Background: an optimization exercise with open tools, aiming at small area. Do not read the settings as production practice.
The RTL was checked by simulation tests, not by an equivalence proof against the original design.
Power is estimated from default activity; no workload was simulated.

File: flow/design.v
module speck_uart_top_v3 (
    input  wire clk,
    input  wire rst,
    input  wire uart_rxd,
    output wire uart_txd
);
    localparam [2:0] S_CMD  = 3'd0,    
                     S_KEY  = 3'd1,    
                     S_BLK  = 3'd2,    
                     S_WAIT = 3'd3,    
                     S_RUN  = 3'd4,    
                     S_TX   = 3'd5,    
                     S_DEC  = 3'd6;    
    reg  [2:0]  st;
    reg         fwd;       
    reg         dk;        
    reg  [4:0]  ph;
    reg  [4:0]  cnt;       
    reg  [3:0]  bn;        
    reg         rx_busy;
    reg         sp;        
    reg         rb;        
    reg         c0;        
    reg         key_ok;
    reg         tx_out;
    reg  [31:0] X, Y, K, L0, L1, L2;
    reg  [7:0]  S8;        
    reg  [2:0]  S3;        
    reg         cy;        
    assign uart_txd = tx_out;
    wire slot_end = (ph == 5'd31);
    wire ph_0     = (ph == 5'd0);
    wire lo8      = (ph[4:3] == 2'b00);                        
    wire lo3      = lo8 & ~(ph[2] | (ph[1] & ph[0]));          
    wire hi3      = (ph[4:2] == 3'b111) & (ph[1] | ph[0]);     
    wire lt24     = ~(ph[4] & ph[3]);
    wire run  = (st == S_RUN);
    wire f_d  = run & fwd & ~dk;
    wire f_k  = run & fwd & dk;
    wire i_d  = run & ~fwd & ~dk;
    wire i_k  = run & ~fwd & dk;
    reg cb;
    always @(*) begin
        case (ph[2:0])
            3'd0:    cb = cnt[0];
            3'd1:    cb = cnt[1];
            3'd2:    cb = cnt[2];
            3'd3:    cb = cnt[3];
            default: cb = cnt[4];
        endcase
    end
    wire ib = lo8 & ~(ph[2] & (ph[1] | ph[0])) & (cb ^ ~fwd);
    wire p0  = ~dk ? X[0] : (fwd ? L0[0] : L2[0]);
    wire p8  = ~dk ? X[8] : L0[8];
    wire p3  = ~dk ? X[3] : L2[3];
    wire q0  = ~dk ? Y[0] : K[0];
    wire q3  = ~dk ? Y[3] : K[3];
    wire q29 = ~dk ? Y[29] : K[29];
    wire r   = ~dk ? K[0] : ib;
    wire qnew_i = hi3 ? S3[1] : (q3 ^ p3);
    wire ea     = fwd ? (lt24 ? p8 : S8[0]) : (p0 ^ r);
    wire eb     = fwd ? q0 : ~qnew_i;
    wire eci    = ph_0 ? ~fwd : cy;
    wire esum   = ea ^ eb ^ eci;
    wire pnew_f = esum ^ r;
    wire qnew_f = (lo3 ? q29 : S3[0]) ^ pnew_f;
    wire s8_in = fwd ? (lo8 ? p0 : S8[0]) : esum;
    wire s3_in = fwd ? q0 : (lo3 ? (q0 ^ p0) : S3[0]);
    wire s_cmd  = (st == S_CMD);
    wire hit    = (ph == {cnt[1:0] & {2{~s_cmd}}, bn[2:0]});
    wire rx_win = rx_busy & ~bn[3] & hit;
    wire wr_key = rx_win & (st == S_KEY);
    wire wr_blk = rx_win & (st == S_BLK);
    wire wr_K   = wr_key & (cnt[3:2] == 2'd0);
    wire wr_L0  = wr_key & (cnt[3:2] == 2'd1);
    wire wr_L1  = wr_key & (cnt[3:2] == 2'd2);
    wire wr_L2  = wr_key & (cnt[3:2] == 2'd3);
    wire wr_X   = (wr_blk & cnt[2]) | (rx_win & s_cmd);
    wire wr_Y   = wr_blk & ~cnt[2];
    wire hi8  = ph[4] & ph[3];                                  
    wire xfb  = wr_X ? rb : f_d ? pnew_f : (i_d & ~lo8) ? S8[0] : X[0];
    wire x7   = (i_d & hi8) ? esum : X[8];
    wire yfb  = wr_Y ? rb : f_d ? qnew_f : i_d ? qnew_i : Y[0];
    wire kfb  = wr_K ? rb : f_k ? qnew_f : i_k ? qnew_i : K[0];
    wire l0fb = wr_L0 ? rb : f_k ? L1[0] : i_k ? S8[0] : L0[0];
    wire l07  = (i_k & hi8) ? esum : L0[8];
    wire l1fb = wr_L1 ? rb : f_k ? L2[0] : i_k ? L0[0] : L1[0];
    wire l2fb = wr_L2 ? rb : f_k ? pnew_f : i_k ? L1[0] : L2[0];
    always @(posedge clk) begin
        X  <= {xfb,  X[31:9], x7, X[7:1]};
        Y  <= {yfb,  Y[31:1]};
        K  <= {kfb,  K[31:1]};
        L0 <= {l0fb, L0[31:9], l07, L0[7:1]};
        L1 <= {l1fb, L1[31:1]};
        L2 <= {l2fb, L2[31:1]};
        S8 <= {s8_in, S8[7:1]};
        S3 <= {s3_in, S3[2:1]};
        cy <= (ea & eb) | (ea & eci) | (eb & eci);
    end
    wire tapv = cnt[2] ? X[0] : Y[0];
    wire s_tx = (st == S_TX);
    wire cap  = s_tx & hit;
    wire rx_start = ~rx_busy & ~uart_rxd;
    wire smp      = rx_busy & (ph[3:0] == 4'd0) & (ph[4] == sp);
    wire smp_stop = smp & (bn == 4'd7);
    wire [7:0] cmd   = X[8:1];
    wire       is_k  = (cmd == 8'h4B);
    wire       is_ed = (cmd[7:1] == 7'b0100_010);   
    wire       is_r  = (cmd == 8'h52);
    wire       dec   = (st == S_DEC) & slot_end;
    wire cnt_26   = (cnt == 5'd26);
    wire cnt_31   = (cnt == 5'd31);
    wire pair_end = ~fwd & (~dk | c0);               
    wire run_end  = run & slot_end & pair_end & cnt_31;
    wire tx_last  = (bn == 4'd9) & (cnt[2:0] == 3'd7);
    always @(posedge clk or posedge rst) begin
        if (rst) begin
            st      <= S_CMD;
            rx_busy <= 1'b0;
            key_ok  <= 1'b0;
            tx_out  <= 1'b1;
        end else begin
            if (rx_start) rx_busy <= 1'b1;
            if (smp_stop) rx_busy <= 1'b0;
            if (dec) begin
                if (is_k)
                    st <= S_KEY;
                else if (is_ed & key_ok)
                    st <= S_BLK;
                else
                    st <= S_CMD;
                if (is_r)
                    key_ok <= 1'b0;
            end
            if (smp_stop) begin
                case (st)
                    S_CMD: st <= S_DEC;
                    S_KEY: if (cnt_31) begin
                        st     <= S_CMD;
                        key_ok <= 1'b1;
                    end
                    default: if (cnt_31) st <= S_WAIT;
                endcase
            end
            if (slot_end) begin
                if (st == S_WAIT) st <= S_RUN;
                if (run_end)      st <= S_TX;
                if (s_tx & tx_last) st <= S_CMD;
            end
            if (run_end)
                tx_out <= 1'b0;
            else if (s_tx & slot_end)
                tx_out <= (bn == 4'd9) ? tx_last : (bn == 4'd8) ? 1'b1 : (cap ? tapv : rb);
        end
    end
    always @(posedge clk) begin
        ph <= ph + 5'd1;
        if (slot_end) begin
            if (st == S_WAIT) begin
                fwd <= 1'b1;
                dk  <= ~c0;
            end else if (run) begin
                if (fwd) begin
                    if (dk & cnt_26) fwd <= 1'b0;
                    dk <= ~dk | ~c0 | cnt_26;
                end else begin
                    dk <= pair_end;
                end
            end
        end
        if (rx_start) begin
            sp <= ~(ph[4] ^ ph[3]);
            bn <= 4'd14;
        end else if (smp) begin
            bn <= bn + 4'd1;
        end else if (run_end) begin
            bn <= 4'd0;
        end else if (s_tx & slot_end) begin
            bn <= (bn == 4'd9) ? 4'd0 : bn + 4'd1;
        end
        if (smp)
            rb <= uart_rxd;
        else if (cap)
            rb <= tapv;
        if (dec)
            c0 <= cmd[0];
        if (dec)
            cnt <= {1'b1, ~cmd[1], 3'b000};
        else if (smp_stop)
            cnt <= cnt + 5'd1;
        else if (slot_end) begin
            if (run & fwd & dk & cnt_26)
                cnt <= ~cnt;
            else if ((run & (fwd ? dk : pair_end)) | (s_tx & (bn == 4'd9)))
                cnt <= cnt + 5'd1;
        end
    end
endmodule
File: flow/flow/run.sh
#!/bin/bash
# Own layout flow: the standard flow (standard.sh) with two changes.
#  1. After the standard synthesis, the combinational logic is re-mapped by
#     Yosys/ABC for area, with a few ABC scripts; the smallest result is kept.
#     Every flip-flop instance is kept as it is (same name, same cell); each
#     new netlist is checked against the standard one with a combinational
#     equivalence proof (flip-flops as cut points), and the standard netlist
#     is kept if no re-mapped netlist passes.
#  2. Clock tree synthesis uses small clock buffers and no dummy loads.
# Each tool writes its full output to a log file in this folder.
set -euo pipefail
export CTS_ARGS="-sink_clustering_enable -repair_clock_nets -dont_use_dummy_load -buf_list sky130_fd_sc_hd__clkbuf_4 -sink_clustering_size 10 -sink_clustering_max_diameter 40"

bash standard.sh synth > synth.log 2>&1

R=orfs/results/${FLOW_PLATFORM}/speck_uart_top_v3/base
LIB=${FLOW_HOME}/platforms/${FLOW_PLATFORM}/lib/sky130_fd_sc_hd__tt_025C_1v80.lib
YOSYS=${FLOW_HOME}/../tools/install/yosys/bin/yosys
[ -x "$YOSYS" ] || YOSYS=yosys

cp $R/1_2_yosys.v std_netlist.v
SEQ=$(grep -o "sky130_fd_sc_hd__[a-z]*df[a-z0-9_]*" std_netlist.v | sort -u | tr '\n' ' ')

SCRIPTS=(
  ""
  "-script +&get,-n;&st;&dch,-f;&nf,-R,1000;&put"
  "-script +&get,-n;&st;&dch,-f;&nf,-a,-R,1000,-F,5;&put"
  "-script +&get,-n;&st;&syn2;&dch,-f;&nf,-R,1000;&put"
)

best=""
best_area=""
for n in "${!SCRIPTS[@]}"; do
  cat > reopt_$n.ys <<EOY
read_liberty -ignore_miss_func $LIB
blackbox $SEQ
read_verilog std_netlist.v
hierarchy -top ${FLOW_TOP}
flatten
opt -purge
abc -liberty $LIB -dont_use *probe* -dont_use *lpflow* ${SCRIPTS[$n]}
opt_clean -purge
hilomap -singleton -hicell sky130_fd_sc_hd__conb_1 HI -locell sky130_fd_sc_hd__conb_1 LO
splitnets
opt_clean -purge
insbuf -buf sky130_fd_sc_hd__buf_4 A X
tee -o reopt_$n.stat stat -liberty $LIB
write_verilog -noattr -noexpr -nohex -nodec reopt_$n.v
EOY
  cat > equiv_$n.ys <<EOY
read_liberty -ignore_miss_func $LIB
blackbox $SEQ
read_verilog std_netlist.v
rename ${FLOW_TOP} gold
read_verilog reopt_$n.v
rename ${FLOW_TOP} gate
flatten gold gate
rename -hide w:_*
rename -hide w:*.*
opt_clean
equiv_make gold gate equiv
hierarchy -top equiv
equiv_simple -seq 0
equiv_status -assert
EOY
  if "$YOSYS" -l reopt_$n.log -s reopt_$n.ys > /dev/null 2>&1 && \
     "$YOSYS" -l equiv_$n.log -s equiv_$n.ys > /dev/null 2>&1; then
    area=$(awk '/Chip area for module/ {print $NF}' reopt_$n.stat | tail -1)
    echo "script $n: area $area, proven" >> reopt_status.txt
    if [ -z "$best" ] || awk -v a="$area" -v b="$best_area" 'BEGIN {exit !(a < b)}'; then
      best=$n
      best_area=$area
    fi
  else
    echo "script $n: failed or not proven" >> reopt_status.txt
  fi
done

if [ -n "$best" ]; then
  cp reopt_$best.v $R/1_2_yosys.v
  touch $R/1_2_yosys.v
  echo "re-mapped netlist $best in use (area $best_area)" >> reopt_status.txt
else
  echo "standard netlist in use" >> reopt_status.txt
fi

bash standard.sh > flow.log 2>&1
File: flow/standard.sh
#!/bin/bash
# synth_recipe.tcl (not shown) runs the flow's synth.tcl, then flattens the netlist and writes it again
# the make line also repeats each setting of config.mk as NAME=value (left out here)
make -C /OpenROAD-flow-scripts/flow DESIGN_CONFIG=/design/flow/config.mk WORK_HOME=/design/flow/orfs CLKGATE_MAP_FILE= SYNTH_SCRIPT=/design/flow/synth_recipe.tcl "${@:-finish}"
File: flow/config.mk
export PLATFORM = sky130hd
export DESIGN_NAME = speck_uart_top_v3
export DESIGN_NICKNAME = speck_uart_top_v3
export VERILOG_FILES = /design/flow/design.v
export SDC_FILE = /design/flow/constraint.sdc
export NUM_CORES = 4
export LEC_CHECK = 0
export CAP_MARGIN = 20
export CORE_MARGIN = 2
export CORE_UTILIZATION = 65
export PLACE_DENSITY = 0.8
export SLEW_MARGIN = 20
File: flow/constraint.sdc
create_clock -name core_clock -period 10.0 [get_ports {clk}]
set_input_delay 2.0000 -clock core_clock [delete_from_list [all_inputs] [get_ports {clk}]]
set_output_delay 2.0000 -clock core_clock [all_outputs]
set_load 0.01 [all_outputs]
==> results of run 1 <==
-- state kept, by name, summed over array words and instances (netlist names), 4 cells and up --
| signal | count |
|---|---|
| bn | 4 |
| cnt | 5 |
| S8 | 8 |
| Y | 32 |
| L1 | 32 |
| ph | 5 |
| L2 | 32 |
| L0 | 32 |
| X | 32 |
| K | 32 |
-- power groups by stage --
stage               Combinational (mW)  Sequential [mW]  Clock (mW)
detailed placement             0.00284            0.937           0
finish                         0.00280            0.916       0.370
CTS                            0.00284            0.916       0.388
floorplan                      0.00165            0.936           0
global placement               0.00275            0.937           0
global route                   0.00315            0.916       0.424
-- per-stage QoR --
stage	std cells	area, sq um
3_5_place_dp	589	6207
5_1_grt	616	6410
2_1_floorplan	475	6038
6_report	616	6410
4_1_cts	616	6410
3_3_place_gp	589	6207
-- layer usage --
metal	up-vias	wire (microns)	global-route usage [%]
li1	1682	-	-
met1	1583	4424	28.09
met2	113	4072	29.07
met3	22	604	4.666
met4	0	205	6.639
met5	-	0	0
-- cells in the final DEF (no fill, tap or decap), types with 9 or more instances in the layout --
cell,n
dfxtp_1,218
clkinv_1,13
nand2_1,39
nand3_1,16
nor2_1,40
a21oi_1,20
a31oi_1,9
o21ai_0,23
clkbuf_4,27
xnor2_1,12
-- path summary, 6_finish.rpt --
check / from / end / slack (ns) / depth (start not counted)
worst max register to register: ph[1]$_DFF_P_ / Y[31]$_DFF_P_ / 6.79 / 10
max in group asynchronous: rst / tx_out$_DFFE_PP1P_ / 8.16 / 2
worst min-delay path: L1[1]$_DFF_P_ / L1[0]$_DFF_P_ / 0.29 / 0
worst max-delay path: tx_out$_DFFE_PP1P_ / uart_txd / 6.40 / 1
worst min register to register: L1[1]$_DFF_P_ / L1[0]$_DFF_P_ / 0.29 / 0
min in group asynchronous: rst / rx_busy$_DFFE_PP0P_ / 1.63 / 2
-- final cells by class --
class / count / area (sq um)
flip-flops and latches: 229 / 4666
fillers: 663 / 2699
multi-input cells: 233 / 1324
clock buffers: 27 / 202.7
well taps: 111 / 138.9
inverters: 13 / 48.80
repair buffers: 3 / 30.03
-- worst reg2reg max path, delay by kind of cell (launching register included) --
| family | cells | cell delay (ns) |
|---|---|---|
| xor+xnor | 5 | 0.99 |
| compound gates | 3 | 0.91 |
| mux | 1 | 0.54 |
| flops | 1 | 0.49 |
| simple gates | 1 | 0.16 |
==> impl_metrics.json, run 1 <==
{
  "outcome": "timing/DRC/antenna clean",
  "required_ns": 8.00,
  "wl_mm": 9.306,
  "path_cells": "clkdlybuf4s50_1",
  "detail_route.drc_violations": 0,
  "total_power_mw": 1.288,
  "place_ws_ns": 6.830,
  "via_per_inst": 5.519,
  "portBuffers": 3,
  "p_sw_mw": 0.2479,
  "setup_viol": 0,
  "cts_tree": "yes",
  "rows": 35,
  "comb_power_share_pct": 0.2,
  "drive_above_1_share_pct": 5.743,
  "io_pins": 4,
  "start_kind": "flip-flop",
  "drv_cap": 0,
  "slew-limit-headroom_pct": 36.93,
  "avgSynthCellArea_sq_um": 12.71,
  "antenna-diode-count": 0,
  "clkSlewWorstSetupHoldPaths_ns": 0.10,
  "irDropWorstVdd_mv": 0.1282,
  "hold_path.class": "flip-flop to flip-flop",
  "cpPeakStageDelay_ns": 0.54,
  "finClkSkew_ns": 0.07564,
  "synthCells": 475,
  "ant_nets": 0,
  "seqPwrFrac_pct": 71.1,
  "yosysWarnings": 1,
  "synth_area_sq_um": 6038,
  "grt_overflow": 0,
  "cp_slowest_cell": "dfstp_2",
  "dieHeight_microns": 100.4,
  "hpwlAfterDp_mm": 6.113,
  "core_sq_um": 9109,
  "hold_violations": 0,
  "drtIter0Drc": 173,
  "grt_pass1_vias": 3220,
  "clock_latency_ns": 0.60,
  "rsz0062_at_grt": "no",
  "grt_max_degree": 29,
  "worst_slew_pin_slew_ns": 0.9461,
  "die_x_microns": 100.4,
  "cts_setup_buffers": 0,
  "cp-end-kind": "output port",
  "layout-area-overhead-vs-synth_pct": 6.154,
  "critical_path.max_fanout": 2,
  "crit_type": "flip-flop to output port",
  "start_util_pct": 66.29,
  "synth_nets": 478,
  "cts_sinks": 229,
  "setup_tns_ns": 0,
  "htreeDepth": 1,
  "cp_top_family": "flip-flops",
  "ctsHoldBuffers": 0,
  "fin_crit_sh_pct": 36.04,
  "cts-root-buf": "clkbuf_4",
  "leakagePower_nw": 2.479,
  "cts_resized": 0,
  "path_buf_inv": 1,
  "drv_slew": 0,
  "clockPowerShare_pct": 28.7,
  "vias": 3400,
  "cts_buffers": 27,
  "fin_util_pct": 70.37,
  "cp.arrival_ns": 1.60,
  "gp_congestion": 0.9083,
  "drt_first_pass_iters": 5,
  "cts_buffer_depth": 3,
  "period_needed_ns": 3.604,
  "post_drt_wl_per_cell_microns": 15.11,
  "powerDensity_nw_per_um2": 201.0,
  "grt_pass1_wl_mm": 15.61,
  "final_nets": 510,
  "fmax_ghz": 0.2775,
  "swShare_pct": 19.24,
  "p_int_mw": 1.040,
  "timing.hold.ws_ns": 0.2904,
  "grtUsageTotal_pct": 19.46,
  "grt_antenna_before_repair": 0,
  "fin_ws_ns": 6.396,
  "die_area_sq_um": 10080
}
==> run 2: changes to the inputs <==
--- a/flow/flow/run.sh
+++ b/flow/flow/run.sh
@@ -1,5 +1,5 @@
 #!/bin/bash
-# Own layout flow: the standard flow (standard.sh) with two changes.
+# Own layout flow: the standard flow (standard.sh) with three changes.
 #  1. After the standard synthesis, the combinational logic is re-mapped by
 #     Yosys/ABC for area, with a few ABC scripts; the smallest result is kept.
 #     Every flip-flop instance is kept as it is (same name, same cell); each
@@ -7,8 +7,10 @@
 #     equivalence proof (flip-flops as cut points), and the standard netlist
 #     is kept if no re-mapped netlist passes.
 #  2. Clock tree synthesis uses small clock buffers and no dummy loads.
+#  3. The port buffers are the smallest buffer cell.
 # Each tool writes its full output to a log file in this folder.
 set -euo pipefail
+export BUFFER_PORTS_ARGS="-buffer_cell sky130_fd_sc_hd__buf_1"
 export CTS_ARGS="-sink_clustering_enable -repair_clock_nets -dont_use_dummy_load -buf_list sky130_fd_sc_hd__clkbuf_4 -sink_clustering_size 10 -sink_clustering_max_diameter 40"
 
 bash standard.sh synth > synth.log 2>&1
@@ -24,8 +26,12 @@
 SCRIPTS=(
   ""
   "-script +&get,-n;&st;&dch,-f;&nf,-R,1000;&put"
-  "-script +&get,-n;&st;&dch,-f;&nf,-a,-R,1000,-F,5;&put"
+  "-script +&get,-n;&st;&dch,-f;&nf,-R,1000;&put;&get,-n;&st;&dch,-f;&nf,-R,1000;&put"
   "-script +&get,-n;&st;&syn2;&dch,-f;&nf,-R,1000;&put"
+  "-script +&get,-n;&st;&if,-K,4,-a;&mfs;&st;&dch,-f;&nf,-R,1000;&put"
+  "-script +&get,-n;&st;&if,-K,6,-a;&mfs;&st;&dch,-f;&nf,-R,1000;&put"
+  "-script +&get,-n;&st;&dch,-f;&if,-K,3,-a;&mfs;&st;&dch,-f;&nf,-R,1000;&put"
+  "-script +&get,-n;&st;&dch,-f;&if,-K,6,-a;&mfs;&st;&dch,-f;&nf,-R,1000;&put;&get,-n;&st;&dch,-f;&nf,-R,1000;&put"
 )
 
 best=""
==> run 2 against run 1 <==
  * Sequential cell count unchanged
  * Area after synthesis down 0.73%
  * Utilization down 0.69 points
  * Fmax up 10%
  * Wire length down 1.7%
  * Critical endpoint unchanged
  * Largest power group unchanged
  * Highest routed layer unchanged
==> impl_metrics.json, run 2 <==
{
  "cpPeakStageDelay_ns": 0.54,
  "core_sq_um": 9109,
  "grt_pass1_vias": 3356,
  "total_power_mw": 1.292,
  "layout_common_cells": "dfxtp_1 (218), nor2_1 (35), nand2_1 (34)",
  "cp-end-kind": "output port",
  "cts_setup_buffers": 0,
  "cts_resized": 0,
  "reg2reg_slack_ns": 6.82,
  "period_needed_ns": 3.275,
  "path_cells": "buf_1",
  "hpwlAfterDp_mm": 5.911,
  "drv_slew": 0,
  "dieHeight_microns": 100.0,
  "rsz0062_at_grt": "no",
  "hold_violations": 0,
  "startpoint": "tx_out$_DFFE_PP1P_",
  "fin_crit_sh_pct": 32.75,
  "layout-area-overhead-vs-synth_pct": 5.886,
  "detail_route.drc_violations": 0,
  "worst_slew_pin_slew_ns": 0.8422,
  "drtIter0Drc": 156,
  "vias": 3368,
  "crit_type": "flip-flop to output port",
  "required_ns": 8.00,
  "cp_slowest_cell": "dfstp_2",
  "gp_congestion": 0.8943,
  "ctsHoldBuffers": 0,
  "ff2ff_path_depth": 11,
  "yosysWarnings": 1,
  "outcome": "timing/DRC/antenna clean",
  "start_kind": "flip-flop",
  "cp.arrival_ns": 1.27,
  "critical_path.max_fanout": 2,
  "avgSynthCellArea_sq_um": 12.92,
  "die_area_sq_um": 10010,
  "final_nets": 499,
  "grt_antenna_before_repair": 0,
  "slew-limit-headroom_pct": 43.42,
  "ant_nets": 0,
  "die_x_microns": 100.0,
  "hold_path.class": "flip-flop to flip-flop",
  "post_drt_wl_per_cell_microns": 15.12,
  "rows": 35,
  "fin_util_pct": 69.68,
  "crit_cells": 1,
  "htreeDepth": 1,
  "cts-root-buf": "clkbuf_4",
  "wl_mm": 9.150,
  "grt_max_degree": 27,
  "grt_overflow": 0,
  "fin_area_sq_um": 6347,
  "worstReg2RegStart": "cnt[3]$_DFFE_PP_",
  "mostFrequentLayoutCell": "dfxtp_1",
  "powerDensity_nw_per_um2": 203.5,
  "cts_sinks": 229,
  "cp_top_family": "flip-flops",
  "drv_cap": 0,
  "start_util_pct": 65.81,
  "drive_above_1_share_pct": 5.870,
  "irDropWorstVdd_mv": 0.1346,
  "fin_cells": 605,
  "cts_buffer_depth": 3,
  "path_buf_inv": 1,
  "cp-endpoint": "uart_txd",
  "cts_tree": "yes",
  "leakagePower_nw": 2.397,
  "setup_tns_ns": 0,
  "setup_viol": 0,
  "antenna-diode-count": 0,
  "r2r_end": "Y[31]$_DFF_P_",
  "synthCells": 464,
  "fmax_ghz": 0.3054,
  "dpl.cell_count": 578,
  "via_per_inst": 5.567,
  "finClkSkew_ns": 0.05877,
  "place_area_sq_um": 6145,
  "synth_area_sq_um": 5994,
  "io_pins": 4,
  "clock_latency_ns": 0.60,
  "grtUsageTotal_pct": 19.40,
  "cts_buffers": 27,
  "clkSlewWorstSetupHoldPaths_ns": 0.11,
  "synth_nets": 467,
  "drt_first_pass_iters": 6,
  "grt_pass1_wl_mm": 15.46,
  "portBuffers": 3
}
[run 2: changes by cell type in the layout (fill, tap and decap cells not counted), moves of 4 or more]
cell | before | now
clkinv_1 | 13 | 9
nor3_1 | 8 | 13
o22ai_1 | 1 | 8
nor2_1 | 40 | 35
nand2_1 | 39 | 34
xnor2_1 | 12 | 7
[run 2: layout make-up]
class	count	area, sq um
sequential	229	4666
clock buffer	27	202.7
inverter	9	33.78
fill	664	2761
tap	111	138.9
timing repair buffer	3	11.26
multi-input combinational	226	1295
[run 2: how the worst min path moves through the flow]
| stage | cells after the start | end | startpoint | slack (ns) |
|---|---|---|---|---|
| 6_report | 0 | Y[6]$_DFF_P_ | Y[7]$_DFF_P_ | 0.32 |
| 5_1_grt | 0 | K[30]$_DFF_P_ | K[31]$_DFF_P_ | 0.31 |
| 4_1_cts | 0 | Y[4]$_DFF_P_ | Y[5]$_DFF_P_ | 0.30 |
| 3_5_place_dp | 0 | K[8]$_DFF_P_ | K[9]$_DFF_P_ | 0.31 |
| 3_3_place_gp | 0 | L0[6]$_DFF_P_ | L0[7]$_DFF_P_ | 0.31 |
| 2_1_floorplan | 0 | K[0]$_DFF_P_ | K[1]$_DFF_P_ | 0.31 |
[run 2: power by group]
group	internal [mW]	switching, mW
registers	0.915	0.000541
clock network	0.124	0.251
logic	0.000449	0.00107
total	1.04	0.253
[run 2: metrics by stage]
stage	hold WS, ns	setup WS [ns]
after CTS	0.3031	6.700
after global routing	0.3129	6.554
after detailed placement	0.3121	6.886
after floorplan	0.3096	7.256
after global placement	0.3101	6.962
final	0.3188	6.725
[run 2: worst reg2reg max path: stages, from the launching register on]
cell and delay, ns:
edfxtp_1 0.55, mux4_2 0.51, mux2i_1 0.20, xnor2_1 0.14
nor2_1 0.05, a21oi_1 0.22, xnor2_1 0.15, o21ai_0 0.14
xnor2_1 0.40, xor2_1 0.34, xor2_1 0.24, a31oi_1 0.11
[run 2: layer usage]
layer	global-route usage (%)	wire [microns]	vias to the layer above
met5	0	0	-
met2	30.25	4046	124
met4	8.008	278	0
li1	-	-	1653
met3	4.248	549	23
met1	26.60	4275	1568
==> run 3: changes to the inputs <==
--- a/flow/design.v
+++ b/flow/design.v
@@ -4,16 +4,20 @@
     input  wire uart_rxd,
     output wire uart_txd
 );
-    localparam [2:0] S_CMD  = 3'd0,    
-                     S_KEY  = 3'd1,    
-                     S_BLK  = 3'd2,    
-                     S_WAIT = 3'd3,    
-                     S_RUN  = 3'd4,    
-                     S_TX   = 3'd5,    
-                     S_DEC  = 3'd6;    
-    reg  [2:0]  st;
-    reg         fwd;       
-    reg         dk;        
+    localparam [3:0] S_CMD  = 4'b0000,    
+                     S_KEY  = 4'b0001,    
+                     S_BLK  = 4'b0010,    
+                     S_WAIT = 4'b0011,    
+                     S_DEC  = 4'b0100,    
+                     S_TX   = 4'b0101,    
+                     S_FD   = 4'b1100,    
+                     S_FK   = 4'b1101,    
+                     S_ID   = 4'b1000,    
+                     S_IK   = 4'b1001;    
+    reg  [3:0]  st;
+    wire        run = st[3];
+    wire        fwd = st[2];
+    wire        dk  = st[0];
     reg  [4:0]  ph;
     reg  [4:0]  cnt;       
     reg  [3:0]  bn;        
@@ -34,7 +38,6 @@
     wire lo3      = lo8 & ~(ph[2] | (ph[1] & ph[0]));          
     wire hi3      = (ph[4:2] == 3'b111) & (ph[1] | ph[0]);     
     wire lt24     = ~(ph[4] & ph[3]);
-    wire run  = (st == S_RUN);
     wire f_d  = run & fwd & ~dk;
     wire f_k  = run & fwd & dk;
     wire i_d  = run & ~fwd & ~dk;
@@ -143,9 +146,25 @@
                 endcase
             end
             if (slot_end) begin
-                if (st == S_WAIT) st <= S_RUN;
-                if (run_end)      st <= S_TX;
+                if (st == S_WAIT) st <= c0 ? S_FD : S_FK;
                 if (s_tx & tx_last) st <= S_CMD;
+                if (run) begin
+                    if (fwd) begin
+                        if (~dk)
+                            st <= S_FK;
+                        else if (cnt_26)
+                            st <= S_IK;
+                        else
+                            st <= c0 ? S_FD : S_FK;
+                    end else begin
+                        if (~pair_end)
+                            st <= S_ID;
+                        else if (cnt_31)
+                            st <= S_TX;
+                        else
+                            st <= S_IK;
+                    end
+                end
             end
             if (run_end)
                 tx_out <= 1'b0;
@@ -155,19 +174,6 @@
     end
     always @(posedge clk) begin
         ph <= ph + 5'd1;
-        if (slot_end) begin
-            if (st == S_WAIT) begin
-                fwd <= 1'b1;
-                dk  <= ~c0;
-            end else if (run) begin
-                if (fwd) begin
-                    if (dk & cnt_26) fwd <= 1'b0;
-                    dk <= ~dk | ~c0 | cnt_26;
-                end else begin
-                    dk <= pair_end;
-                end
-            end
-        end
         if (rx_start) begin
             sp <= ~(ph[4] ^ ph[3]);
             bn <= 4'd14;
==> run 3 against run 2 <==
  * Die area decreased by 0.22%
  * Non-clock buffer count unchanged
  * Design area about the same
  * Critical path depth increased by 10
  * Global-route usage increased by 0.67 points
  * Via count decreased by 1.7%
  * Total power increased by 19%
  * Sequential power increased by 13%
==> impl_metrics.json, run 3 <==
{
  "outcome": "timing/DRC/antenna clean",
  "ff2ff_path_depth": 11,
  "portBuffers": 3,
  "leakagePower_nw": 2.458,
  "startpoint": "ph[0]$_DFF_P_",
  "layout_common_cells": "dfxtp_1 (218), nand2_1 (33), nor2_1 (31)",
  "cp-end-kind": "flip-flop",
  "die_x_microns": 99.92,
  "cts-root-buf": "clkbuf_4",
  "avgSynthCellArea_sq_um": 12.97,
  "final_nets": 498,
  "grt_max_degree": 31,
  "hpwlAfterDp_mm": 6.248,
  "drive_above_1_share_pct": 6.288,
  "post_drt_wl_per_cell_microns": 15.72,
  "htreeDepth": 1,
  "finClkSkew_ns": 0.05484,
  "fmax_ghz": 0.2852,
  "critical_path.max_fanout": 8,
  "via_per_inst": 5.483,
  "io_pins": 4,
  "fin_crit_sh_pct": 35.07,
  "slew-limit-headroom_pct": 36.77,
  "start_kind": "flip-flop",
  "cts_buffer_depth": 3,
  "synth_area_sq_um": 5981,
  "cts_sinks": 228,
  "cp.arrival_ns": 4.01,
  "wl_mm": 9.496,
  "start_util_pct": 65.98,
  "gp_congestion": 0.9505,
  "drtIter0Drc": 199,
  "hold_path.class": "flip-flop to flip-flop",
  "drv_slew": 0,
  "mostFrequentLayoutCell": "dfxtp_1",
  "vias": 3312,
  "cts_setup_buffers": 0,
  "setup_tns_ns": 0,
  "cp-endpoint": "K[31]$_DFF_P_",
  "grtUsageTotal_pct": 20.07,
  "dieHeight_microns": 99.92,
  "place_ws_ns": 6.605,
  "cts_resized": 0,
  "fin_ws_ns": 6.493,
  "crit_type": "flip-flop to flip-flop",
  "irDropWorstVdd_mv": 0.1498,
  "path_buf_inv": 0,
  "grt_antenna_before_repair": 0,
  "cp_common_cell": "xnor2_1",
  "drv_cap": 0,
  "die_area_sq_um": 9984,
  "period_needed_ns": 3.507,
  "hold_violations": 0,
  "cp_top_family": "XOR/XNOR gates",
  "antenna-diode-count": 0,
  "core_sq_um": 9065,
  "layout-area-overhead-vs-synth_pct": 6.151,
  "clkSlewWorstSetupHoldPaths_ns": 0.09,
  "rsz0062_at_grt": "no",
  "setup_viol": 0,
  "synth_nets": 464,
  "worstReg2RegStart": "ph[0]$_DFF_P_",
  "r2r_end": "K[31]$_DFF_P_",
  "rows": 35,
  "ctsHoldBuffers": 0,
  "cts_buffers": 29,
  "drt_first_pass_iters": 4,
  "path_cells": "mux4_2 -> mux2i_1 -> xor2_1 -> a41oi_1 -> xnor2_1 -> o21ai_0 -> xnor2_1 -> xor2_1 -> xnor2_1 -> o21ai_0 -> nand2_1",
  "required_ns": 10.50,
  "reg2reg_slack_ns": 6.49,
  "yosysWarnings": 1,
  "ant_nets": 0,
  "worst_slew_pin_slew_ns": 0.9485,
  "grt_pass1_vias": 3226,
  "grt_overflow": 0,
  "synthCells": 461,
  "detail_route.drc_violations": 0,
  "grt_pass1_wl_mm": 15.70,
  "cts_tree": "yes",
  "cpPeakStageDelay_ns": 0.54,
  "clock_latency_ns": 0.61,
  "powerDensity_nw_per_um2": 243.0,
  "cp_slowest_cell": "mux4_2",
  "crit_cells": 11
}
## run 3: cell types whose count changed in the layout (fill, tap and decap cells not counted), moves of 3 or more
cell,change
mux2_1,-3
nand2b_1,+4
nor2_1,-4
nor3_1,-6
xor2_1,+7
## run 3: cell type report
class	instances	area (sq um)
fillers	639	2716
inverters	9	33.78
well taps	111	138.9
multi-input cells	224	1316
flip-flops and latches	228	4631
repair buffers	3	11.26
clock buffers	29	217.7
## run 3: where the power goes
| part | total, mW | switching, mW | internal, mW |
|---|---|---|---|
| Sequential | 1.03 | 0.0574 | 0.974 |
| Clock | 0.383 | 0.250 | 0.133 |
| Combinational | 0.128 | 0.0750 | 0.0534 |
## run 3: worst min path at each step
stage	from	to	slack [ns]	cells after the start
detailed placement	L1[18]$_DFF_P_	L1[17]$_DFF_P_	0.31	0
global placement	S8[1]$_DFF_P_	S8[0]$_DFF_P_	0.31	0
finish	Y[24]$_DFF_P_	Y[23]$_DFF_P_	0.29	0
floorplan	K[1]$_DFF_P_	K[0]$_DFF_P_	0.31	0
CTS	Y[24]$_DFF_P_	Y[23]$_DFF_P_	0.29	0
global route	Y[24]$_DFF_P_	Y[23]$_DFF_P_	0.31	0
## run 3: per-stage QoR
step | cells | utilization, % | power (mW) | cell area, sq um | hold WS (ns)
floorplan | 461 | - | 1.129 | 5981 | 0.3096
global placement | 575 | 67.63 | 1.167 | 6131 | 0.3103
detailed placement | 575 | 67.63 | 1.176 | 6131 | 0.3121
CTS | 604 | 70.03 | 1.557 | 6349 | 0.2924
global route | 604 | 70.03 | 1.615 | 6349 | 0.3069
finish | 604 | 70.03 | 1.543 | 6349 | 0.2896
## run 3: routing by layer
metal	vias up	GRT usage, %	wire [microns]
li1	1642	-	-
met1	1557	28.74	4630
met2	84	30.51	4140
met3	29	3.900	428
met4	0	7.903	297
met5	-	0	0
==> run 4: changes to the inputs <==
--- a/flow/design.v
+++ b/flow/design.v
@@ -4,16 +4,20 @@
     input  wire uart_rxd,
     output wire uart_txd
 );
-    localparam [3:0] S_CMD  = 4'b0000,    
-                     S_KEY  = 4'b0001,    
-                     S_BLK  = 4'b0010,    
-                     S_WAIT = 4'b0011,    
-                     S_DEC  = 4'b0100,    
-                     S_TX   = 4'b0101,    
-                     S_FD   = 4'b1100,    
-                     S_FK   = 4'b1101,    
-                     S_ID   = 4'b1000,    
-                     S_IK   = 4'b1001;    
+    localparam [3:0] S_CMD    = 4'b0000,    
+                     S_KEY    = 4'b0001,    
+                     S_BLK_D  = 4'b0010,    
+                     S_BLK_E  = 4'b0011,
+                     S_DEC    = 4'b0100,    
+                     S_TX     = 4'b0101,    
+                     S_WAIT_D = 4'b0110,    
+                     S_WAIT_E = 4'b0111,
+                     S_FD     = 4'b1110,    
+                     S_FK_E   = 4'b1111,    
+                     S_FK_D   = 4'b1101,    
+                     S_IK_E   = 4'b1011,    
+                     S_IK_D   = 4'b1001,    
+                     S_ID     = 4'b1000;    
     reg  [3:0]  st;
     wire        run = st[3];
     wire        fwd = st[2];
@@ -24,7 +28,6 @@
     reg         rx_busy;
     reg         sp;        
     reg         rb;        
-    reg         c0;        
     reg         key_ok;
     reg         tx_out;
     reg  [31:0] X, Y, K, L0, L1, L2;
@@ -73,7 +76,8 @@
     wire hit    = (ph == {cnt[1:0] & {2{~s_cmd}}, bn[2:0]});
     wire rx_win = rx_busy & ~bn[3] & hit;
     wire wr_key = rx_win & (st == S_KEY);
-    wire wr_blk = rx_win & (st == S_BLK);
+    wire s_blk  = (st[3:1] == 3'b001);
+    wire wr_blk = rx_win & s_blk;
     wire wr_K   = wr_key & (cnt[3:2] == 2'd0);
     wire wr_L0  = wr_key & (cnt[3:2] == 2'd1);
     wire wr_L1  = wr_key & (cnt[3:2] == 2'd2);
@@ -113,8 +117,8 @@
     wire       dec   = (st == S_DEC) & slot_end;
     wire cnt_26   = (cnt == 5'd26);
     wire cnt_31   = (cnt == 5'd31);
-    wire pair_end = ~fwd & (~dk | c0);               
-    wire run_end  = run & slot_end & pair_end & cnt_31;
+    wire pair_end = (st == S_IK_E) | (st == S_ID);    
+    wire run_end  = slot_end & pair_end & cnt_31;
     wire tx_last  = (bn == 4'd9) & (cnt[2:0] == 3'd7);
     always @(posedge clk or posedge rst) begin
         if (rst) begin
@@ -129,7 +133,7 @@
                 if (is_k)
                     st <= S_KEY;
                 else if (is_ed & key_ok)
-                    st <= S_BLK;
+                    st <= cmd[0] ? S_BLK_E : S_BLK_D;
                 else
                     st <= S_CMD;
                 if (is_r)
@@ -142,29 +146,22 @@
                         st     <= S_CMD;
                         key_ok <= 1'b1;
                     end
-                    default: if (cnt_31) st <= S_WAIT;
+                    default: if (cnt_31) st <= {3'b011, st[0]};
                 endcase
             end
             if (slot_end) begin
-                if (st == S_WAIT) st <= c0 ? S_FD : S_FK;
-                if (s_tx & tx_last) st <= S_CMD;
-                if (run) begin
-                    if (fwd) begin
-                        if (~dk)
-                            st <= S_FK;
-                        else if (cnt_26)
-                            st <= S_IK;
-                        else
-                            st <= c0 ? S_FD : S_FK;
-                    end else begin
-                        if (~pair_end)
-                            st <= S_ID;
-                        else if (cnt_31)
-                            st <= S_TX;
-                        else
-                            st <= S_IK;
-                    end
-                end
+                case (st)
+                    S_WAIT_E: st <= S_FD;
+                    S_WAIT_D: st <= S_FK_D;
+                    S_TX:     if (tx_last) st <= S_CMD;
+                    S_FD:     st <= S_FK_E;
+                    S_FK_E:   st <= cnt_26 ? S_IK_E : S_FD;
+                    S_FK_D:   st <= cnt_26 ? S_IK_D : S_FK_D;
+                    S_IK_E:   st <= cnt_31 ? S_TX : S_IK_E;
+                    S_IK_D:   st <= S_ID;
+                    S_ID:     st <= cnt_31 ? S_TX : S_IK_D;
+                    default: ;
+                endcase
             end
             if (run_end)
                 tx_out <= 1'b0;
@@ -189,8 +186,6 @@
         else if (cap)
             rb <= tapv;
         if (dec)
-            c0 <= cmd[0];
-        if (dec)
             cnt <= {1'b1, ~cmd[1], 3'b000};
         else if (smp_stop)
             cnt <= cnt + 5'd1;
--- a/flow/flow/run.sh
+++ b/flow/flow/run.sh
@@ -11,7 +11,7 @@
 # Each tool writes its full output to a log file in this folder.
 set -euo pipefail
 export BUFFER_PORTS_ARGS="-buffer_cell sky130_fd_sc_hd__buf_1"
-export CTS_ARGS="-sink_clustering_enable -repair_clock_nets -dont_use_dummy_load -buf_list sky130_fd_sc_hd__clkbuf_4 -sink_clustering_size 10 -sink_clustering_max_diameter 40"
+export CTS_ARGS="-sink_clustering_enable -repair_clock_nets -dont_use_dummy_load -buf_list sky130_fd_sc_hd__clkbuf_4 -sink_clustering_size 10 -sink_clustering_max_diameter 80"
 
 bash standard.sh synth > synth.log 2>&1
 
==> run 4 against run 3 <==
  * First-iteration DRC count shrank 15%
  * Sequential share of layout area fell by 0.22 points
  * Wire length is 0.79% higher
  * Setup slack better by 0.14 ns
  * Area after synthesis hardly changed
  * Via count is 0.30% higher
  * Die area about the same
  * Register-to-register slack improved by 0.14 ns
  * Sequential power fell by 12%
  * Still clean on timing, DRC and antenna
  * Total power down 17%
  * Non-clock buffer count is 1 higher
  * Final cell count increased by 0.33%
==> impl_metrics.json, run 4 <==
{
  "ctsHoldBuffers": 0,
  "irDropWorstVdd_mv": 0.1350,
  "layout-area-overhead-vs-synth_pct": 5.841,
  "avgSynthCellArea_sq_um": 12.77,
  "period_needed_ns": 3.369,
  "cts-root-buf": "clkbuf_4",
  "hp-start": "L2[21]$_DFF_P_",
  "hold_path.class": "flip-flop to flip-flop",
  "cts_tree": "yes",
  "cts_setup_buffers": 0,
  "cp-end-kind": "flip-flop",
  "detail_route.drc_violations": 0,
  "synthCells": 468,
  "clock_latency_ns": 0.60,
  "ant_nets": 0,
  "gp_congestion": 0.8978,
  "multiInputGateArea_sq_um": 1339,
  "vias": 3322,
  "rsz0062_at_grt": "no",
  "die_x_microns": 99.89,
  "grt_overflow": 0,
  "cts_buffers": 26,
  "start_util_pct": 67.87,
  "grtUsageTotal_pct": 20.72,
  "hpwlAfterDp_mm": 6.397,
  "finClkSkew_ns": 0.06933,
  "mostFrequentLayoutCell": "dfxtp_1",
  "cts_sinks": 227,
  "fill_cells": 645,
  "die_area_sq_um": 9978,
  "setup_viol": 0,
  "critical_path.max_fanout": 23,
  "worst_slew_pin_slew_ns": 0.7552,
  "final_nets": 503,
  "drive_above_1_share_pct": 5.823,
  "register_area_sq_um": 4601,
  "fmax_ghz": 0.2968,
  "cts_resized": 0,
  "cp.arrival_ns": 3.86,
  "synth_nets": 471,
  "wl_mm": 9.571,
  "crit_type": "flip-flop to flip-flop",
  "startpoint": "st[0]$_DFF_PP0_",
  "powerDensity_nw_per_um2": 201.5,
  "hold_violations": 0,
  "grt_pass1_wl_mm": 16.32,
  "start_kind": "flip-flop",
  "rows": 34,
  "drv_cap": 0,
  "layout_common_cells": "dfxtp_1 (218), nand2_1 (33), nor2_1 (33)",
  "worstReg2RegStart": "st[0]$_DFF_PP0_",
  "grt_pass1_vias": 3272,
  "cts_buffer_depth": 3,
  "setup_tns_ns": 0,
  "fin_util_pct": 71.84,
  "total_power_mw": 1.274,
  "dieHeight_microns": 99.89,
  "antenna-diode-count": 0,
  "portBuffers": 3,
  "grt_max_degree": 34,
  "drtIter0Drc": 169,
  "drt_first_pass_iters": 5,
  "post_drt_wl_per_cell_microns": 15.79,
  "htreeDepth": 1,
  "core_sq_um": 8806,
  "clkSlewWorstSetupHoldPaths_ns": 0.11,
  "leakagePower_nw": 2.409,
  "grt_antenna_before_repair": 0,
  "outcome": "timing/DRC/antenna clean",
  "io_pins": 4,
  "drv_slew": 0,
  "yosysWarnings": 1,
  "reg2reg_slack_ns": 6.63,
  "via_per_inst": 5.482,
  "slew-limit-headroom_pct": 49.12,
  "required_ns": 10.49,
  "synth_area_sq_um": 5977,
  "fin_crit_sh_pct": 33.69
}
-- run 4: area by class of cell --
type | instances | share of cell area (%)
tap | 108 | 2.136
clock buffer | 26 | 3.085
inverter | 10 | 0.5934
sequential | 227 | 72.73
timing repair buffer | 4 | 0.2967
multi-input combinational | 231 | 21.16
-- run 4: path summary, 6_finish.rpt --
path	endpoint	depth (start not counted)
min in group asynchronous	key_ok$_DFF_PP0_	2
max	K[31]$_DFF_P_	12
min	L2[20]$_DFF_P_	0
max reg2reg	K[31]$_DFF_P_	12
max in group asynchronous	tx_out$_DFFE_PP1P_	2
min reg2reg	L2[20]$_DFF_P_	0
-- run 4: where the power goes --
group	internal, mW	switching, mW
clock network	0.120	0.246
logic	0.000692	0.00148
registers	0.905	0.000903
total	1.03	0.249
-- run 4: routing by layer --
layer  GRT usage (%)  vias up  wire length [microns]
li1                -     1660                      -
met1           29.99     1539                   4535
met2           31.91      108                   4330
met3           4.109       15                    550
met4           6.533        0                    155
met5               0        -                      0
-- run 4: critical path, cell delays in order, from the launching register on --
cell,delay [ns]
dfrtp_1,0.83
nand4_1,0.22
a21oi_1,0.22
a21oi_1,0.06
a211o_1,0.29
xnor2_1,0.13
o21ai_0,0.29
xor2_1,0.39
xnor2_1,0.25
xor2_1,0.24
nand3_1,0.11
nand3_1,0.10
o21a_1,0.11
-- run 4: through the flow --
stage                     std cells  hold slack [ns]  instance area, sq um  worst slack [ns]
after global placement          580           0.3111                  6131             6.948
after CTS                       606           0.2712                  6326             6.691
after floorplan                 468           0.3096                  5977             7.228
after detailed placement        580           0.3121                  6131             6.811
final                           606           0.2822                  6326             6.631
after global routing            606           0.2578                  6326             6.333
==> run 5: changes to the inputs <==
--- a/flow/flow/run.sh
+++ b/flow/flow/run.sh
@@ -11,7 +11,7 @@
 # Each tool writes its full output to a log file in this folder.
 set -euo pipefail
 export BUFFER_PORTS_ARGS="-buffer_cell sky130_fd_sc_hd__buf_1"
-export CTS_ARGS="-sink_clustering_enable -repair_clock_nets -dont_use_dummy_load -buf_list sky130_fd_sc_hd__clkbuf_4 -sink_clustering_size 10 -sink_clustering_max_diameter 80"
+export CTS_ARGS="-sink_clustering_enable -repair_clock_nets -dont_use_dummy_load -buf_list sky130_fd_sc_hd__clkbuf_4 -sink_clustering_size 10 -sink_clustering_max_diameter 40"
 
 bash standard.sh synth > synth.log 2>&1
 
==> run 5 against run 4 <==
  * Still clean
  * Register-to-register slack lost 0.02 ns
  * Clock power rose by 2%
  * Worst hold slack gained 0.017 ns
  * Utilization is 0.085 points higher
  * Wire length grew 0.38%
  * Sequential power is essentially flat
  * Clock-buffer cell count grew 1
  * Synthesized cell count unchanged
  * Die area did not move
  * Via count up 0.24%
  * Total power is 0.58% higher
  * Sequential share of layout area down 0.086 points
  * Critical path type unchanged
==> impl_metrics.json, run 5 <==
{
  "dpl.cell_count": 580,
  "cp.arrival_ns": 3.91,
  "htreeDepth": 1,
  "grt_pass1_wl_mm": 16.35,
  "post_drt_wl_per_cell_microns": 15.83,
  "synthCells": 468,
  "vias": 3330,
  "die_area_sq_um": 9978,
  "outcome": "timing/DRC/antenna clean",
  "fin_util_pct": 71.92,
  "top_usage_layer": "met2",
  "yosysWarnings": 1,
  "whs_path_depth": 0,
  "cts-root-buf": "clkbuf_4",
  "cp-endpoint": "K[31]$_DFF_P_",
  "avgSynthCellArea_sq_um": 12.77,
  "fmax_ghz": 0.2950,
  "reg2reg_slack_ns": 6.61,
  "detail_route.drc_violations": 0,
  "ctsHoldBuffers": 0,
  "clock_latency_ns": 0.59,
  "drv_slew": 0,
  "clkSlewWorstSetupHoldPaths_ns": 0.11,
  "grt_pass1_vias": 3309,
  "dieHeight_microns": 99.89,
  "finClkSkew_ns": 0.05586,
  "cts_tree": "yes",
  "fin_crit_sh_pct": 33.89,
  "mostFrequentLayoutCell": "dfxtp_1",
  "worst_slew_pin_slew_ns": 0.7636,
  "irDropWorstVdd_mv": 0.1352,
  "io_pins": 4,
  "fill_cells": 640,
  "ff2ff_path_depth": 12,
  "final_nets": 504,
  "place_area_sq_um": 6131,
  "hpwlAfterDp_mm": 6.397,
  "hold_violations": 0,
  "grtUsageMet2_pct": 31.96,
  "cts_buffer_depth": 3,
  "fin_cells": 607,
  "drive_above_1_share_pct": 6.012,
  "slew-limit-headroom_pct": 48.56,
  "worstReg2RegStart": "st[0]$_DFF_PP0_",
  "via_per_inst": 5.486,
  "crit_type": "flip-flop to flip-flop",
  "start_kind": "flip-flop",
  "setup_viol": 0,
  "antenna-diode-count": 0,
  "cts_buffers": 27,
  "drtIter0Drc": 165,
  "layout_common_cells": "dfxtp_1 (218), nand2_1 (33), nor2_1 (33)",
  "cts_resized": 0,
  "r2r_end": "K[31]$_DFF_P_",
  "grtUsageTotal_pct": 20.72,
  "core_sq_um": 8806,
  "grt_overflow": 0,
  "leakagePower_nw": 2.414,
  "grt_max_degree": 34,
  "start_util_pct": 67.87,
  "rsz0062_at_grt": "no",
  "grt_antenna_before_repair": 0,
  "rows": 34,
  "gp_congestion": 0.8978,
  "hold_path.class": "flip-flop to flip-flop",
  "cts_sinks": 227,
  "cts_setup_buffers": 0,
  "cp-end-kind": "flip-flop",
  "required_ns": 10.52,
  "synth_nets": 471,
  "powerDensity_nw_per_um2": 202.4,
  "hp-start": "L0[23]$_DFF_P_",
  "grtUsageMet1_pct": 29.94,
  "drv_cap": 0,
  "period_needed_ns": 3.389,
  "drt_first_pass_iters": 5,
  "portBuffers": 3,
  "die_x_microns": 99.89,
  "synth_area_sq_um": 5977,
  "setup_tns_ns": 0,
  "fin_area_sq_um": 6334,
  "ant_nets": 0,
  "grt_util_met3_pct": 4.039,
  "critical_path.max_fanout": 23,
  "startpoint": "st[0]$_DFF_PP0_",
  "wl_mm": 9.607,
  "layout-area-overhead-vs-synth_pct": 5.966
}
==> run 5: worst max-delay path, cell delays in order (launching register included) <==
cell and delay, ns:
dfrtp_1 0.84, nand4_1 0.24, a21oi_1 0.23, a21oi_1 0.06, a211o_1 0.29, xnor2_1 0.13
o21ai_0 0.30, xor2_1 0.39, xnor2_1 0.25, xor2_1 0.25, nand3_1 0.11, nand3_1 0.11
o21a_1 0.12
==> run 5: report_power, final <==
group,total (mW),switching (mW),internal (mW),leakage [nW]
combinational,0.00219,0.00149,0.000692,0.430
sequential,0.906,0.000890,0.905,1.86
clock,0.374,0.249,0.124,0.124
==> run 5: metal layers <==
metal  vias up  routed length [microns]
met4         0                      133
met5         -                        0
li1       1664                        -
met2       105                     4337
met1      1543                     4586
met3        18                      550
==> run 5: final cells by class <==
class	count	area (sq um)	share of cell area, %
multi-input cells	231	1339	21.14
well taps	108	135.1	2.134
repair buffers	4	18.77	0.2963
clock buffers	27	202.7	3.200
inverters	10	37.54	0.5927
flip-flops and latches	227	4601	72.64
==> run 5: stage by stage <==
stage | total power, mW | worst slack (ns) | hold slack (ns)
6_report | 1.282 | 6.611 | 0.2990
5_1_grt | 1.335 | 6.363 | 0.2929
4_1_cts | 1.294 | 6.714 | 0.2904
3_5_place_dp | 0.9292 | 6.811 | 0.3121
3_3_place_gp | 0.9292 | 6.948 | 0.3111
2_1_floorplan | 0.9280 | 7.228 | 0.3096
==> run 5: worst min-delay path by stage <==
stage | end | slack, ns
2_1_floorplan | K[0]$_DFF_P_ | 0.31
3_3_place_gp | S3[1]$_DFF_P_ | 0.31
3_5_place_dp | Y[11]$_DFF_P_ | 0.31
4_1_cts | L2[20]$_DFF_P_ | 0.29
5_1_grt | L2[20]$_DFF_P_ | 0.29
6_report | L0[22]$_DFF_P_ | 0.30
==> run 6: changes to the inputs <==
--- a/flow/flow/run.sh
+++ b/flow/flow/run.sh
@@ -11,7 +11,7 @@
 # Each tool writes its full output to a log file in this folder.
 set -euo pipefail
 export BUFFER_PORTS_ARGS="-buffer_cell sky130_fd_sc_hd__buf_1"
-export CTS_ARGS="-sink_clustering_enable -repair_clock_nets -dont_use_dummy_load -buf_list sky130_fd_sc_hd__clkbuf_4 -sink_clustering_size 10 -sink_clustering_max_diameter 40"
+export CTS_ARGS="-sink_clustering_enable -repair_clock_nets -dont_use_dummy_load -buf_list sky130_fd_sc_hd__clkbuf_4 -sink_clustering_size 11 -sink_clustering_max_diameter 45"
 
 bash standard.sh synth > synth.log 2>&1
 
==> run 6 against run 5 <==
  * Still clean on timing, DRC and antenna
  * Utilization down 0.17 points
  * Non-clock buffer count did not move
  * Sequential power is essentially flat
  * Die area is the same
  * Total power shrank 1.1%
  * Global-route usage unchanged
  * Via count shrank 0.72%
  * Clock-buffer cell count down 2
  * Sequential cell count unchanged
  * Synthesized cell count unchanged
  * Final cell count is 0.33% lower
  * Sequential share of layout area up 0.17 points
==> impl_metrics.json, run 6 <==
{
  "leakagePower_nw": 2.405,
  "grt_pass1_wl_mm": 16.24,
  "startpoint": "st[0]$_DFF_PP0_",
  "grtUsageMet1_pct": 29.47,
  "cts_tree": "yes",
  "reg2reg_slack_ns": 6.71,
  "outcome": "timing/DRC/antenna clean",
  "htreeDepth": 1,
  "cp_slowest_cell": "dfrtp_1",
  "worst_slew_pin_slew_ns": 0.7560,
  "die_x_microns": 99.89,
  "final_nets": 502,
  "period_needed_ns": 3.289,
  "io_pins": 4,
  "slew-limit-headroom_pct": 49.07,
  "powerDensity_nw_per_um2": 200.7,
  "rsz0062_at_grt": "no",
  "r2r_end": "K[31]$_DFF_P_",
  "finClkSkew_ns": 0.04348,
  "vias": 3306,
  "clock_latency_ns": 0.58,
  "grtUsageMet2_pct": 32.33,
  "ant_nets": 0,
  "synth_nets": 471,
  "synth_area_sq_um": 5977,
  "avgSynthCellArea_sq_um": 12.77,
  "gp_congestion": 0.8978,
  "ff2ff_path_depth": 12,
  "irDropWorstVdd_mv": 0.1265,
  "post_drt_wl_per_cell_microns": 15.91,
  "worstReg2RegStart": "st[0]$_DFF_PP0_",
  "required_ns": 10.53,
  "layout-area-overhead-vs-synth_pct": 5.715,
  "drv_slew": 0,
  "fin_util_pct": 71.75,
  "start_util_pct": 67.87,
  "grt_antenna_before_repair": 0,
  "clkSlewWorstSetupHoldPaths_ns": 0.11,
  "place_ws_ns": 6.811,
  "rows": 34,
  "detail_route.drc_violations": 0,
  "cp-end-kind": "flip-flop",
  "path_cells": "nand4_1 -> a21oi_1 -> a21oi_1 -> a211o_1 -> xnor2_1 -> o21ai_0 -> xor2_1 -> xnor2_1 -> xor2_1 -> nand3_1 -> nand3_1 -> o21a_1",
  "total_power_mw": 1.268,
  "cpPeakStageDelay_ns": 0.84,
  "cp.arrival_ns": 3.82,
  "setup_viol": 0,
  "die_area_sq_um": 9978,
  "grt_util_met3_pct": 4.526,
  "cts_setup_buffers": 0,
  "cts-root-buf": "clkbuf_4",
  "critical_path.max_fanout": 23,
  "cts_buffer_depth": 3,
  "top_usage_layer": "met2",
  "wl_mm": 9.626,
  "grt_overflow": 0,
  "grtUsageTotal_pct": 20.72,
  "hold_path.class": "flip-flop to flip-flop",
  "hpwlAfterDp_mm": 6.397,
  "fmax_ghz": 0.3040,
  "core_sq_um": 8806,
  "yosysWarnings": 1,
  "drv_cap": 0,
  "portBuffers": 3,
  "hp-start": "L0[14]$_DFF_P_",
  "grt_max_degree": 34,
  "fin_ws_ns": 6.711,
  "setup_tns_ns": 0,
  "mostFrequentLayoutCell": "dfxtp_1",
  "drtIter0Drc": 157,
  "cts_resized": 0,
  "antenna-diode-count": 0,
  "cts_buffers": 25,
  "fin_crit_sh_pct": 32.89,
  "start_kind": "flip-flop",
  "drt_first_pass_iters": 5,
  "ctsHoldBuffers": 0,
  "via_per_inst": 5.464,
  "layout_common_cells": "dfxtp_1 (218), nand2_1 (33), nor2_1 (33)",
  "cts_sinks": 227,
  "drive_above_1_share_pct": 5.634,
  "crit_type": "flip-flop to flip-flop",
  "grt_pass1_vias": 3258,
  "dieHeight_microns": 99.89,
  "hold_violations": 0,
  "synthCells": 468,
  "cp-endpoint": "K[31]$_DFF_P_"
}
## run 6: final cells by class
cell class              count  area [sq um]
repair buffers              4         18.77
inverters                  10         37.54
fillers                   644          2487
flip-flops and latches    227          4601
well taps                 108         135.1
multi-input cells         231          1339
clock buffers              25         187.7
## run 6: worst min-delay path by stage
stage	to	slack (ns)	cells after the start
floorplan	K[0]$_DFF_P_	0.31	0
global placement	S3[1]$_DFF_P_	0.31	0
detailed placement	Y[11]$_DFF_P_	0.31	0
CTS	Y[8]$_DFF_P_	0.31	0
global route	L0[13]$_DFF_P_	0.31	0
finish	L0[13]$_DFF_P_	0.31	0
## run 6: critical path: cells and delay by family, from the launching register on
| family | cells | cell delay [ns] |
|---|---|---|
| AO/OA/AOI/OAI | 5 | 0.96 |
| XOR/XNOR | 4 | 1.01 |
| flip-flops | 1 | 0.84 |
| AND/OR/NAND/NOR | 3 | 0.43 |
## run 6: report_power, final
group          internal, mW  leakage (nW)  switching, mW
clock network         0.116         0.115          0.244
logic              0.000692         0.430        0.00149
registers             0.905          1.86       0.000912
total                  1.02          2.40          0.246
## run 6: through the flow
stage	area [sq um]	instances	hold slack (ns)
2_1_floorplan	5977	468	0.3096
3_3_place_gp	6131	580	0.3111
3_5_place_dp	6131	580	0.3121
4_1_cts	6319	605	0.3059
5_1_grt	6319	605	0.3143
6_report	6319	605	0.3070
## run 6: routing by layer
metal / part of all wire (%) / vias to the layer above
li1: - / 1656
met1: 48 / 1550
met2: 45 / 80
met3: 4.9 / 20
met4: 2.0 / 0
met5: 0 / -

==> re-timing with driven ports <==
The flow's constraints put no driver on any port. The routed layouts listed below were extracted and timed again, unchanged, in two steps. Step 1 assumes that a clkbuf_16 drives the clock port and a buf_2 every other input. Step 2, shift: input delay + t, output delay - t, t = (earliest + latest rising clock arrival at the registers) / 2. This alone moves slack from input paths to output paths. Slacks: ideal ports / drivers / drivers and shift; pairs: ideal ports / drivers.
run	t, ns	setup slack, ns	clock arrival spread, ns	slew at the worst register clock pin (ns)	cell pins on the clock port's net
run 1	0.587	6.396 / 6.367 / 6.789	0.076 / 0.076	0.11 / 0.11	1
run 2	0.599	6.725 / 6.696 / 6.817	0.059 / 0.059	0.11 / 0.11	1
run 3	0.615	6.493 / 6.493 / 6.493	0.057 / 0.056	0.10 / 0.10	1
run 4	0.598	6.631 / 6.631 / 6.631	0.077 / 0.077	0.11 / 0.11	1
run 5	0.597	6.611 / 6.611 / 6.611	0.056 / 0.056	0.11 / 0.11	1
run 6	0.589	6.711 / 6.692 / 6.711	0.044 / 0.044	0.11 / 0.11	1
After both steps setup and hold are still met in every run listed.
